Context: an optimization exercise on an open-source flow, tuned for a short achievable clock period and few clock cycles. The choices shown serve that exercise and are no tape-out recipe. Only simulation tests tie the RTL to the original design; equivalence was not proved.

<file path="design.v">
module tiny16 (
    input  CLK,
    input  RST,
    input  [7:0] IN,
    output [7:0] OUT,
    output OUT_EN,
    output USBPU,
    output HALTED,
    output [15:0] MEM_ADDR,
    output MEM_WE,
    output [15:0] MEM_WDATA,
    input  [15:0] MEM_RDATA
);
  assign USBPU = 1'b0;
  localparam DN = 2;             
  reg [15:0] maddr;              
  reg        mwe;
  reg [15:0] mwdata;
  reg [15:0] fpc;                
  reg        ovr_r, jp_r;        
  reg [15:0] jtgt;               
  reg        fv;                 
  reg        arr_v;              
  localparam QD = 4;             
  reg [15:0] q [0:QD-1];         
  reg [2:0]  qc;                 
  reg [15:0] ir;                 
  reg        ir_v;
  reg [15:0] rpc;                
  reg [1:0]  ph;                 
  reg [2:0]  dcnt;               
  reg [15:0] ldr;                
  reg        jl;                 
  reg        lp;                 
  reg [3:0]  lp_dst;
  reg        jpre;               
  reg [3:0]  flags;              
  reg        halt;
  reg [7:0]  out_x;              
  reg        out_en;
  reg [7:0]  in_r;
  reg [15:0] gpr [2:15];
  reg [15:0] dq, dr, db;         
  reg [17:0] d3;                 
  reg        dv_busy;
  reg [3:0]  dv_dst;
  reg        dv_mod, dv_a15, dv_b15;
  reg        dv_fsup;            
  assign MEM_ADDR  = maddr;
  assign MEM_WE    = mwe;
  assign MEM_WDATA = mwdata;
  assign OUT       = out_x ^ 8'h55;
  assign OUT_EN    = out_en;
  assign HALTED    = halt;
  wire [3:0] op = ir[15:12];
  wire [3:0] fn = ir[11:8];
  wire [3:0] rd = ir[7:4];
  wire [3:0] rs = ir[3:0];
  wire is_alu   = (op[3:2] == 2'b01);
  wire alu_imm  = fn[1];
  wire alu_mem  = !fn[1] && fn[0];
  wire [3:0] aop_i = {op[1:0], fn[3:2]};
  wire is_div   = is_alu && (aop_i == 4'd5 || aop_i == 4'd6);
  wire is_ldm   = (op == 4'd3 && fn == 4'd2);
  wire is_stm   = (op == 4'd3 && fn == 4'd3);
  wire is_push  = (op == 4'd10 && fn == 4'd0);
  wire is_pop   = (op == 4'd10 && fn == 4'd1);
  wire is_ld    = is_ldm || is_pop || (is_alu && alu_mem);
  wire is_st    = is_stm || is_push;
  wire is_in    = (op == 4'd0 && fn == 4'd1);
  wire is_out   = (op == 4'd0 && fn == 4'd2);
  wire is_hlt   = (op == 4'd0 && fn == 4'd15);
  wire is_lli   = (op == 4'd1);
  wire is_lui   = (op == 4'd2);
  wire is_mov0  = (op == 4'd3 && fn == 4'd0);
  wire is_mov1  = (op == 4'd3 && fn == 4'd1);
  wire is_jalr  = (op == 4'd8);
  wire is_br    = (op == 4'd9);
  wire [15:0] rv [0:15];
  assign rv[0] = 16'h0000;
  assign rv[1] = rpc;
  genvar gi;
  generate for (gi = 2; gi < 16; gi = gi + 1) begin : rvg
    assign rv[gi] = gpr[gi];
  end endgenerate
  wire alu_step = !jl && is_alu && (alu_mem ? (ph == 2'd3) : (ph == 2'd0));
  wire [3:0] rb_sel = (is_alu && alu_mem && ph == 2'd3) ? 4'd15 : rs;
  wire [15:0] ra_v = rv[rd];
  wire [15:0] rb_v = rv[rb_sel];
  wire [15:0] sp   = gpr[2];
  wire [15:0] a_op = (is_alu && alu_imm && rd == 4'd15) ? {12'b0, rs} : ra_v;
  wire [15:0] b_op = (is_alu && alu_imm) ? {12'b0, rs} : rb_v;
  wire [3:0]  aop  = is_alu ? aop_i : 4'd1;
  reg [3:0] fq;
  reg [4:0] fr, ft;
  integer k;
  always @(*) begin
    fr = 5'd0;
    for (k = 0; k < 4; k = k + 1) begin
      ft = {fr[3:0], a_op[15 - k]};
      if ({11'b0, ft} >= b_op) begin
        fr = ft - b_op[4:0];
        fq[3 - k] = 1'b1;
      end else begin
        fr = ft;
        fq[3 - k] = 1'b0;
      end
    end
  end
  wire [17:0] d3_n = {2'b0, b_op} + {1'b0, b_op, 1'b0};
  reg [15:0] nq, nr;
  reg [17:0] t;
  reg [18:0] s1, s2, s3;
  always @(*) begin
    nq = dq;
    nr = dr;
    for (k = 0; k < 3; k = k + 1) begin
      t = {nr, nq[15:14]};
      nq = {nq[13:0], 2'b00};
      s1 = {1'b0, t} - {3'b0, db};
      s2 = {1'b0, t} - {2'b0, db, 1'b0};
      s3 = {1'b0, t} - {1'b0, d3};
      if (!s3[18]) begin nr = s3[15:0]; nq[1:0] = 2'd3; end
      else if (!s2[18]) begin nr = s2[15:0]; nq[1:0] = 2'd2; end
      else if (!s1[18]) begin nr = s1[15:0]; nq[1:0] = 2'd1; end
      else nr = t[15:0];
    end
  end
  wire [16:0] A = {1'b0, a_op};
  wire [16:0] B = {1'b0, b_op};
  reg  [16:0] res;
  always @(*) begin
    case (aop)
      4'd0:  res = A + B;
      4'd1:  res = A - B;
      4'd2:  res = A + B + {16'b0, flags[2]};
      4'd3:  res = A - B - ~{16'b0, flags[2]};
      4'd4:  res = A * B;
      4'd5, 4'd6: res = 17'h0;     
      4'd7:  res = 17'h0;
      4'd8:  res = A & B;
      4'd9:  res = A | B;
      4'd10: res = A ^ B;
      4'd11: res = ~B;
      4'd12, 4'd14: res = (b_op >= 16'd17) ? 17'h0 : (A << b_op[4:0]);
      default:      res = (b_op >= 16'd17) ? 17'h0 : (A >> b_op[4:0]);
    endcase
  end
  wire [3:0] nflags = {(a_op[15] == b_op[15]) && (res[15] != a_op[15]),
                       res[16], res[15], res[15:0] == 16'h0};
  wire [16:0] bres = {1'b0, ra_v} - {1'b0, rb_v};
  wire [3:0] bflags = {(ra_v[15] == rb_v[15]) && (bres[15] != ra_v[15]),
                       bres[16], bres[15], bres[15:0] == 16'h0};
  reg br_take;
  always @(*) begin
    case (fn)
      4'd0: br_take = bflags[0];
      4'd1: br_take = !bflags[0];
      4'd2: br_take = bflags[1];
      4'd3: br_take = !bflags[1];
      4'd4: br_take = bflags[2];
      4'd5: br_take = !bflags[2];
      4'd6: br_take = bflags[3];
      4'd7: br_take = !bflags[3];
      default: br_take = 1'b0;
    endcase
  end
  wire dstall = dv_busy && ((alu_step && is_div) || ph == 2'd0 && !jl && (is_div || is_hlt || (is_alu && (aop_i == 4'd2 || aop_i == 4'd3)) ||
                            dv_dst == rd || dv_dst == rs ||
                            (dv_dst == fn && (is_lli || is_lui)) ||
                            (dv_dst == 4'd2 && (is_push || is_pop)) ||
                            (dv_dst == 4'd3 && is_br) ||
                            (dv_dst == 4'd15 && is_alu && (alu_imm || alu_mem))));
  wire lstall = lp && ph == 2'd0 && !jl && (lp_dst == rd || lp_dst == rs ||
                            (lp_dst == fn && (is_lli || is_lui)) ||
                            (lp_dst == 4'd2 && (is_push || is_pop)) ||
                            (lp_dst == 4'd3 && is_br) ||
                            (lp_dst == 4'd15 && is_alu && (alu_imm || alu_mem)));
  wire ld_simple = (is_ldm && rd != 4'd1) || (is_pop && rd != 4'd1 && rd != 4'd2);
  wire run = ir_v && !dstall && !lstall;
  wire hlt_now = run && is_hlt;
  wire lp_set = run && is_ld && ph == 2'd1 && ld_simple;
  wire alu_done = alu_step && !is_div;
  wire dv_start = run && alu_step && is_div;
  wire dv_fin = dv_busy && dcnt == DN;
  wire [15:0] dres = dv_mod ? nr : nq;
  wire [3:0] dflags = {(dv_a15 == dv_b15) && (dres[15] != dv_a15), 1'b0, dres[15], dres == 16'h0};
  wire [15:0] sp_m1 = sp - 16'd1;
  wire [15:0] sp_p1 = sp + 16'd1;
  wire [15:0] st_addr = is_push ? sp_m1 : rb_v;
  wire [15:0] st_data = (is_push && rd == 4'd2) ? sp_m1 : ra_v;
  wire [15:0] ld_addr = is_pop ? sp : rb_v;
  wire [15:0] smc_d = st_addr - rpc;
  wire smc = (smc_d[15:3] == 13'd0);       
  wire ld_post = (is_alu && alu_mem) || (is_pop && rd == 4'd2);
  reg        done;
  reg        we_lo, we_hi;
  reg [3:0]  wa;
  reg [15:0] wd;
  reg        w15;                
  reg        fl_we;
  reg        redir_x;            
  reg [15:0] tx;
  reg        dacc, dwe;
  reg [15:0] dadr, ddat;
  reg        ld_arr;             
  reg        set_jl;             
  always @(*) begin
    done = 1'b0;
    we_lo = 1'b0; we_hi = 1'b0; wa = rd; wd = res[15:0];
    w15 = 1'b0; fl_we = 1'b0;
    redir_x = 1'b0; tx = rpc;
    dacc = 1'b0; dwe = 1'b0; dadr = ld_addr; ddat = st_data;
    ld_arr = 1'b0;
    set_jl = 1'b0;
    if (run && jl) begin
      done = 1'b1; redir_x = 1'b1; tx = ldr;
    end else if (run) begin
      if (is_ld) begin
        case (ph)
          2'd0: dacc = 1'b1;
          2'd1: begin
            done = ld_simple;
            if (is_pop) begin we_lo = 1'b1; we_hi = 1'b1; wa = 4'd2; wd = sp_p1; end
          end
          2'd2: begin
            ld_arr = 1'b1;
            set_jl = (is_ldm || is_pop) && rd == 4'd1;
            done = !ld_post && !set_jl;
            if (!set_jl) begin
              we_lo = 1'b1; we_hi = 1'b1;
              wa = alu_mem && is_alu ? 4'd15 : rd;
            end
          end
          default: begin
            if (is_alu) begin
              done = (alu_done || (alu_step && is_div)) && rd != 4'd1;
              set_jl = alu_done && rd == 4'd1;
              fl_we = alu_done;
              we_lo = alu_done && done; we_hi = alu_done && done;
            end else begin
              done = 1'b1; we_lo = 1'b1; we_hi = 1'b1; wa = 4'd2; wd = sp_p1;
            end
          end
        endcase
      end else if (is_st) begin
        if (ph == 2'd0) begin
          dacc = 1'b1; dwe = 1'b1; dadr = st_addr;
          done = !smc;
          if (is_push) begin we_lo = 1'b1; we_hi = 1'b1; wa = 4'd2; wd = sp_m1; end
        end else begin
          done = 1'b1; redir_x = 1'b1; tx = rpc;
        end
      end else if (is_alu) begin
        done = (alu_done || (alu_step && is_div)) && rd != 4'd1;
        set_jl = alu_done && rd == 4'd1;
        fl_we = alu_done;
        we_lo = alu_done && done; we_hi = alu_done && done;
        w15 = alu_imm;
      end else begin
        done = 1'b1;
        if (is_in) begin
          we_lo = 1'b1; we_hi = 1'b1; wd = in_r[7] ? {9'b0, in_r[6:0]} : 16'h0;
        end else if (is_lli || is_lui) begin
          we_lo = is_lli; we_hi = is_lui; wa = fn; wd = {ir[7:0], ir[7:0]};
        end else if (is_mov0) begin
          we_lo = 1'b1; we_hi = 1'b1; wd = rb_v;
        end else if (is_mov1) begin
          we_lo = 1'b1; we_hi = 1'b1; wa = rs; wd = ra_v;
        end else if (is_jalr) begin
          we_lo = 1'b1; we_hi = 1'b1; wd = rpc;
          redir_x = 1'b1;
          tx = (rs == rd && rd != 4'd0) ? rpc : rb_v;
        end else if (is_br) begin
          fl_we = 1'b1;
          redir_x = br_take;
          tx = gpr[3];
        end
      end
    end
  end
  wire wr_pc = (we_lo || we_hi) && wa == 4'd1 && !redir_x;
  wire [15:0] tpc = {we_hi ? wd[15:8] : rpc[15:8], we_lo ? wd[7:0] : rpc[7:0]};
  wire redirect_pc = done && (redir_x || wr_pc);
  wire redirect = redirect_pc && !(is_jalr && jpre && !jl);
  wire [15:0] target = redir_x ? tx : tpc;
  wire take = done || !ir_v;
  reg [2:0] qc_n;                
  reg ir_v_n;
  reg ir_ld, ir_en;              
  reg [QD-1:0] q_ld, q_sh;       
  integer j;
  always @(*) begin
    ir_v_n = ir_v; qc_n = qc;
    ir_ld = 1'b0; ir_en = 1'b0;
    q_ld = {QD{1'b0}}; q_sh = {QD{1'b0}};
    if (redirect || hlt_now) begin
      ir_v_n = 1'b0; qc_n = 3'd0;
    end else if (take) begin
      if (qc != 3'd0) begin
        ir_en = 1'b1; ir_v_n = 1'b1;
        qc_n = qc - 3'd1 + {2'b0, arr_v};
        for (j = 0; j < QD - 1; j = j + 1) begin
          q_sh[j] = (j + 1 < qc);
          q_ld[j] = (j + 1 == qc);
        end
        q_ld[QD-1] = (qc == QD);
      end else begin
        ir_ld = 1'b1; ir_v_n = arr_v;
      end
    end else begin
      qc_n = qc + {2'b0, arr_v};
      for (j = 0; j < QD; j = j + 1) q_ld[j] = (j == qc);
    end
  end
  wire nxt_ok = ir_v_n && (ir_ld || ir_en);
  wire port_free = !redirect && !dacc && !hlt_now;
  wire [255:0] rvals;
  generate for (gi = 0; gi < 16; gi = gi + 1) begin : rvb
    assign rvals[16 * gi +: 16] = rv[gi];
  end endgenerate
  wire [2:0] qn = qc_n + {2'b0, fv};
  wire can_issue = (qn <= QD - 1);
  wire [15:0] fpc_x = jp_r ? jtgt : ovr_r ? fpc - 16'd1 : fpc;
  reg [15:0] maddr_e, fpc_e;
  reg fv_e, mwe_e;
  reg [1:0] ph_e;
  always @(*) begin
    maddr_e = fpc_x + 16'd1; fpc_e = fpc_x; fv_e = 1'b0; mwe_e = 1'b0;
    if (halt || hlt_now) begin
      fv_e = 1'b0;
    end else if (redirect) begin
      maddr_e = target; fpc_e = target; fv_e = 1'b1;
    end else if (dacc) begin
      maddr_e = dadr; mwe_e = dwe;
    end else if (can_issue) begin
      maddr_e = fpc_x + 16'd1; fpc_e = fpc_x + 16'd1; fv_e = 1'b1;
    end
    ph_e = ph;
    if (run) begin
      if (done) ph_e = 2'd0;
      else if (!(alu_step && is_div)) ph_e = ph + 2'd1;
    end
  end
  wire arr_e = fv && !redirect && !hlt_now;
  wire [15:0] maddr_d, wdf, ldr_d, ir_d;
  wire pre, jp;
  wire [15:0] jt;
  wire [16*QD-1:0] q_all, q_d;
  generate for (gi = 0; gi < QD; gi = gi + 1) begin : qb
    assign q_all[16 * gi +: 16] = q[gi];
  end endgenerate
  wire fv_d, arr_d, jpre_d;
  wire [2:0] qc_d;
  wire [1:0] ph_d;
  tiny16_late late (
    .rdata(MEM_RDATA), .ir_ld(ir_ld), .ir_en(ir_en), .ir(ir), .q(q_all),
    .q_ld(q_ld), .q_sh(q_sh), .nxt_ok(nxt_ok), .port_free(port_free),
    .hwe(we_lo || we_hi), .hwa(wa), .w15(w15), .dvb(dv_busy || dv_start), .dvd(dv_dst),
    .lpb(lp), .lpd(lp_dst), .lsb(lp_set), .lsd(rd), .rvals(rvals),
    .maddr_e(maddr_e), .fv_e(fv_e), .arr_e(arr_e), .qc_e(qc_n),
    .ph_e(ph_e), .jpre(jpre), .ld_arr(ld_arr), .wd(wd), .set_jl(set_jl || (dv_fin && dv_dst == 4'd1)),
    .res(set_jl ? res[15:0] : dres), .ldr(ldr),
    .maddr_d(maddr_d), .fv_d(fv_d), .pre(pre), .jp(jp), .jt(jt), .arr_d(arr_d), .qc_d(qc_d),
    .ph_d(ph_d), .jpre_d(jpre_d), .wdf(wdf), .ldr_d(ldr_d), .ir_d(ir_d), .q_d(q_d)
  );
  integer i;
  always @(posedge CLK or posedge RST) begin
    if (RST) begin
      mwe <= 1'b0; fpc <= 16'hFFFF; fv <= 1'b0; ovr_r <= 1'b0; jp_r <= 1'b0;
      arr_v <= 1'b0; qc <= 3'd0; ir_v <= 1'b0;
      rpc <= 16'h0001; ph <= 2'd0; dcnt <= 3'd0; jl <= 1'b0; jpre <= 1'b0; lp <= 1'b0;
      dv_busy <= 1'b0;
      flags <= 4'h0; halt <= 1'b0; out_x <= 8'h00; out_en <= 1'b0;
      for (i = 2; i < 16; i = i + 1) gpr[i] <= (i == 2) ? 16'h0100 : 16'h0000;
    end else begin
      mwe <= mwe_e;
      arr_v <= arr_d;
      fpc <= fpc_e; fv <= fv_d;
      ovr_r <= pre && fv_e; jp_r <= jp;
      ir_v <= ir_v_n; qc <= qc_d;
      jpre <= jpre_d;
      ph <= ph_d;
      if (dv_start) begin
        dv_busy <= 1'b1; dcnt <= 3'd1; dv_dst <= rd; dv_mod <= (aop_i == 4'd6);
        dv_a15 <= a_op[15]; dv_b15 <= b_op[15]; dv_fsup <= 1'b0;
      end else if (dv_busy) begin
        dcnt <= dcnt + 3'd1;
        if (dv_fin) dv_busy <= 1'b0;
        if (run && fl_we) dv_fsup <= 1'b1;
      end
      if (dv_fin && !dv_fsup) flags <= dflags;
      if (dv_fin && dv_dst > 4'd1) gpr[dv_dst] <= dres;
      if (dv_fin && dv_dst == 4'd1) jl <= 1'b1;
      lp <= lp_set;
      if (lp && lp_dst > 4'd1) gpr[lp_dst] <= MEM_RDATA;
      if (run) begin
        jl <= set_jl;
        if (done) rpc <= (redirect_pc ? target : rpc) + 16'd1;
        if (fl_we) flags <= is_br ? bflags : nflags;
        if (is_hlt && !jl) halt <= 1'b1;
        if (w15) gpr[15] <= {12'b0, rs};
        for (i = 2; i < 16; i = i + 1) begin
          if (wa == i && we_lo) gpr[i][7:0] <= wdf[7:0];
          if (wa == i && we_hi) gpr[i][15:8] <= wdf[15:8];
        end
      end
      out_en <= run && is_out;
      out_x <= ra_v[7:0] ^ 8'h55;    
    end
  end
  always @(posedge CLK) begin
    ir <= ir_d;
    for (i = 0; i < QD; i = i + 1) q[i] <= q_d[16 * i +: 16];
    in_r <= IN;
    maddr <= maddr_d;              
    mwdata <= ddat;                
    jtgt <= jt;
    ldr <= ldr_d;
    lp_dst <= rd;
    if (dv_start) begin
      dq <= {a_op[11:0], fq}; dr <= {12'h0, fr[3:0]}; db <= b_op; d3 <= d3_n;
    end else if (dv_busy) begin
      dq <= nq; dr <= nr;
    end
  end
endmodule
module tiny16_late (
  input  [15:0] rdata,
  input         ir_ld, ir_en,
  input  [15:0] ir,
  input  [63:0] q,
  input  [3:0]  q_ld, q_sh,
  input         nxt_ok, port_free,
  input         hwe, w15, dvb,
  input  [3:0]  hwa, dvd,
  input         lpb, lsb,
  input  [3:0]  lpd, lsd,
  input  [255:0] rvals,
  input  [15:0] maddr_e,
  input         fv_e, arr_e,
  input  [2:0]  qc_e,
  input  [1:0]  ph_e,
  input         jpre,
  input         ld_arr,
  input  [15:0] wd,
  input         set_jl,
  input  [15:0] res, ldr,
  output [15:0] maddr_d,
  output        pre, jp,
  output [15:0] jt,
  output        fv_d, arr_d,
  output [2:0]  qc_d,
  output [1:0]  ph_d,
  output        jpre_d,
  output [15:0] wdf, ldr_d, ir_d,
  output [63:0] q_d
);
  localparam QD = 4;             
  function [2:0] dec;            
    input [15:0] w;
    begin
      dec[2] = (w[15:8] == 8'h32) || ((w[15:14] == 2'b01) && (w[9:8] == 2'b01));
      dec[1] = (w[15:8] == 8'hA1);
      dec[0] = (w[15:12] == 4'h8) && (w[3:0] != w[7:4] || w[7:4] == 4'd0);
    end
  endfunction
  function haz;
    input [3:0] x;
    haz = (hwe && hwa == x) || (w15 && x == 4'd15) || x == 4'd1 || (dvb && dvd == x) ||
          (lpb && lpd == x) || (lsb && lsd == x);
  endfunction
  wire [2:0] d_q = dec(q[15:0]);
  wire h_q = haz(q[3:0]);
  wire h_2 = haz(4'd2);
  wire ok = nxt_ok && port_free && !dvb && !ir_ld;
  assign pre = ok && (d_q[1] ? !h_2 : (d_q[2] && !h_q));
  assign jp = ok && d_q[0] && !h_q;
  wire [15:0] r_s = rvals[16 * q[3:0] +: 16];
  wire [15:0] paddr = d_q[1] ? rvals[47:32] : r_s;
  assign maddr_d = pre ? paddr : jp ? r_s : maddr_e;
  assign jt = r_s;
  assign fv_d = pre ? 1'b0 : jp ? 1'b1 : fv_e;
  assign arr_d = arr_e && !jp;
  assign qc_d = jp ? 3'd0 : qc_e;
  assign ph_d = pre ? 2'd1 : ph_e;
  assign jpre_d = nxt_ok ? jp : jpre;
  assign wdf = ld_arr ? rdata : wd;
  assign ldr_d = ld_arr ? rdata : set_jl ? res : ldr;
  assign ir_d = ir_ld ? rdata : ir_en ? q[15:0] : ir;
  genvar g;
  generate for (g = 0; g < QD; g = g + 1) begin : qg
    if (g + 1 < QD) begin : mid
      assign q_d[16 * g +: 16] = q_ld[g] ? rdata : q_sh[g] ? q[16 * (g + 1) +: 16] : q[16 * g +: 16];
    end else begin : last
      assign q_d[16 * g +: 16] = q_ld[g] ? rdata : q[16 * g +: 16];
    end
  end endgenerate
endmodule
</file>
<file path="flow/run.sh">
#!/bin/bash
# The standard layout (the standard.sh, unchanged), with two ORFS settings
# passed through the environment:
#  - port buffers use a stronger buffer than the default choice.
export SETUP_SLACK_MARGIN=41
export BUFFER_PORTS_ARGS="-buffer_cell sky130_fd_sc_hd__buf_4"
bash standard.sh > standard.log 2>&1
</file>
<file path="standard.sh">
#!/bin/bash
# synth_recipe.tcl (not shown) runs the flow's synth.tcl, then flattens the netlist and writes it again
# the make line also repeats each setting of config.mk as NAME=value (left out here)
make -C /OpenROAD-flow-scripts/flow DESIGN_CONFIG=/design/flow/config.mk WORK_HOME=/design/flow/orfs CLKGATE_MAP_FILE= SYNTH_SCRIPT=/design/flow/synth_recipe.tcl "${@:-finish}"
</file>
<file path="config.mk">
export PLATFORM = sky130hd
export DESIGN_NAME = tiny16
export DESIGN_NICKNAME = tiny16
export VERILOG_FILES = /design/flow/design.v
export SDC_FILE = /design/flow/constraint.sdc
export NUM_CORES = 4
export LEC_CHECK = 0
export CAP_MARGIN = 20
export CORE_MARGIN = 2
export CORE_UTILIZATION = 40
export SLEW_MARGIN = 20
</file>
<file path="constraint.sdc">
create_clock -name core_clock -period 52.0 [get_ports {CLK}]
set_input_delay 10.4000 -clock core_clock [delete_from_list [all_inputs] [get_ports {CLK}]]
set_output_delay 10.4000 -clock core_clock [all_outputs]
set_load 0.01 [all_outputs]
</file>
==> notes.md <==
flip-flops by register name, indices dropped and copies added, names as in the netlist, 16 cells and up:
name    count
d3         17
db         16
dq         16
dr         16
fpc        16
gpr       224
ir         16
jtgt       16
ldr        16
maddr      16
mwdata     16
q          64
rpc        16
routing by layer:
metal	share of wire [%]	up-vias
met5	0.061	-
met4	8.4	34
met3	14	1394
met2	39	5369
met1	39	33200
li1	-	28100
critical path, stage by stage, from the launching register on:
cell	delay, ns
dfrtp_2	0.48
inv_2	0.08
buf_6	0.09
cell usage after synthesis, drive strengths merged, types with 83 or more instances:
library cell / instances / area, sq um
a22oi: 91 / 693
mux2: 134 / 1520
nor2: 691 / 2610
nand3: 249 / 1250
o21ai: 478 / 2400
ha: 352 / 4400
nor3: 268 / 1380
xnor2: 192 / 1680
xor2: 113 / 990
fa: 110 / 2200
a21oi: 644 / 3230
inv: 383 / 1440
a221oi: 108 / 982
buf: 197 / 1230
clkbuf: 332 / 1250
edfxtp: 155 / 4650
dfrtp: 267 / 6680
a21o: 87 / 662
nor2b: 83 / 519
a31oi: 116 / 766
a211oi: 128 / 976
o22ai: 96 / 619
nand2: 747 / 2810
mux2i: 190 / 1900
layout by cell type, fill, tap and decap left out, types with 83 or more instances in the layout:
cell type,count
o21ai_1,92
a31oi_1,107
edfxtp_1,155
xor2_1,113
xnor2_1,192
nor3_1,212
a211oi_1,99
dfrtp_1,265
mux2i_1,185
nor2_1,677
o21ai_0,373
ha_1,352
inv_1,356
fa_1,110
nand2_1,730
buf_4,350
a21oi_1,609
o22ai_1,89
nand3_1,246
mux2_2,83
through the flow:
| step | hold WS [ns] | setup slack, ns | area, sq um | utilization [%] |
|---|---|---|---|---|
| detailed placement | 0.501 | 37.96 | 64000 | 42.9 |
| floorplan | 0.387 | 37.84 | 61600 | - |
| CTS | 0.514 | 40.26 | 67700 | 45.3 |
| global placement | 0.502 | 38.00 | 64000 | 42.9 |
| global route | 0.522 | 40.28 | 68100 | 45.7 |
| finish | 0.510 | 40.26 | 68200 | 45.7 |
cell type report:
cell class	count	area, sq um
clock inverters	42	689
diodes	17	42.5
fillers	14900	81100
clock buffers	85	1860
multi-input cells	6162	44300
flip-flops and latches	512	13300
well taps	1944	2430
repair buffers	445	4060
inverters	387	1480
timing repair:
| item | 4_1_cts | 5_1_grt |
|---|---|---|
| hold buffers | 0 | 0 |
| gates resized for setup | 155 | 88 |
| setup buffers | 35 | 16 |
| pin swaps | 15 | 8 |
| endpoints found under the setup margin | 548 | 351 |
| cloned | 6 | 0 |
cell families after synthesis:
kind of cell    Yosys count  share of synthesized area, %
compound gates         2369                          26.4
simple gates           2644                          21.6
buf+inv                 916                          6.57
flops                   512                          22.1
other cells               1                       0.00626
xor+xnor                306                          4.50
fa+ha+maj               462                          11.0
mux                     379                          7.77
final timing paths:
kind,from,end,slack (ns),cells past startpoint
worst max-delay path,out_x[6],OUT[6],40.26,2
worst min-delay path,jpre,jpre,0.51,1
worst max register to register,ir[0],maddr[15],41.07,35
worst min register to register,jpre,jpre,0.51,1
max in group asynchronous,RST,gpr[6][8],41.02,6
min in group asynchronous,RST,rpc[6],9.88,3
==> results.yml <==
status:
  status: "complete, no violations"
cts:
  worstSkewPairLatency_ns: 0.73
  clockBufferDepth: 3
  cts_tree: "built"
  root_buffer: "clkbuf_16"
  h-tree-depth: 3
  clk_pin_slew_worst_paths_ns: 0.06
  cts_made_buffers: 69
  clkSinkCount: 512
route:
  vias: 68100
  vias_per_cell: 7.09
  first_iter_violations: 10800
  drtAntennaViolNets: 0
  drc: 0
  wirelength_mm: 366
  dr.pass1.iters: 9
  avgRoutedWirePerCell_microns: 38.1
place:
  place_congestion: 1.10
  port-buffer-count: 68
  dp_cells: 9392
  dp_hpwl_mm: 278
grt:
  grt_pass1_vias: 62900
  grt_pass1_wl_mm: 505
  met2_usage_pct: 63.4
  grt_max_degree: 97
  antenna_found_initial: 33
  grt_use_met3_pct: 18.5
  top_usage_layer: "met2"
  grt_use_met1_pct: 59.9
  grt_overflow: 0
  grt.total_usage_pct: 46.5
yosys:
  postSynthCellCount: 7589
  synth_edf_count: 155
  synthFlopType: "dfrtp_1"
  synthArstFlopShare_pct: 55.7
  syn_area_per_cell_sq_um: 7.89
  synth_cell_type_count: 145
  synth-seq-cells: 512
  syn_nets: 8077
  syn-cell-area_sq_um: 59900
  ys_warn_count: 4
  ys_seq_area_share_pct: 22.1
job:
  drv_cap: 0
worst_setup_path:
  worstPathMaxFanout: 1
  end_kind: "output port"
  crit_required_ns: 41.60
  cp.arrival_ns: 1.34
  start_kind: "flop"
  critPathKind: "flop to output port"
sta:
  period_share_pct: 22.6
  maxSlewViolCount: 0
  setup_viol_count_final: 0
  skew_ns: 0.0467
  hold_viol: 0
  min_period_ns: 11.74
  tightest_slew_ns: 1.36
  fmax_mhz: 85.2
  tns_ns: 0
  rsz0062_at_grt: "true"
  maxSlewHeadroom_pct: 9.05
cells_and_area:
  drive_above_1_share_pct: 15.9
  layout.cells.non_filler: 9594
  area_growth_pct: 13.8
  nets: 8065
worst_hold_path:
  hold_path_class: "flop to flop"
die:
  rows: 142
  start_util_pct: 40.1
  dieArea_sq_um: 153000
  core_region_area_sq_um: 149000
  die_width_microns: 391
  die_y_microns: 391
  ios: 70
Testbench counts, summed over its fixed seeds: cycles 37,663.

static timing again, ports no longer ideal:
The flow's constraints put no driver on any port. The routed layout listed below was extracted and timed again, unchanged, in two steps. Step 1 assumes that a clkbuf_16 drives the clock port and a buf_2 every other input. Step 2, shift: input delay + t, output delay - t, t = (earliest + latest rising clock arrival at the registers) / 2. This alone moves slack from input paths to output paths. Three values: no drivers, after step 1, after step 2; two values: the first two.
t, ns: 0.791
setup slack, ns: 40.257 / 40.171 / 40.256
worst setup path after step 2: input to register
worst slew at a driven data input, ns: 0.10
cell pins on the clock port's net: 1
After both steps setup and hold are still met in this run. The setup slack of this run moves by -0.086 ns with the drivers and by -0.001 ns with both steps.
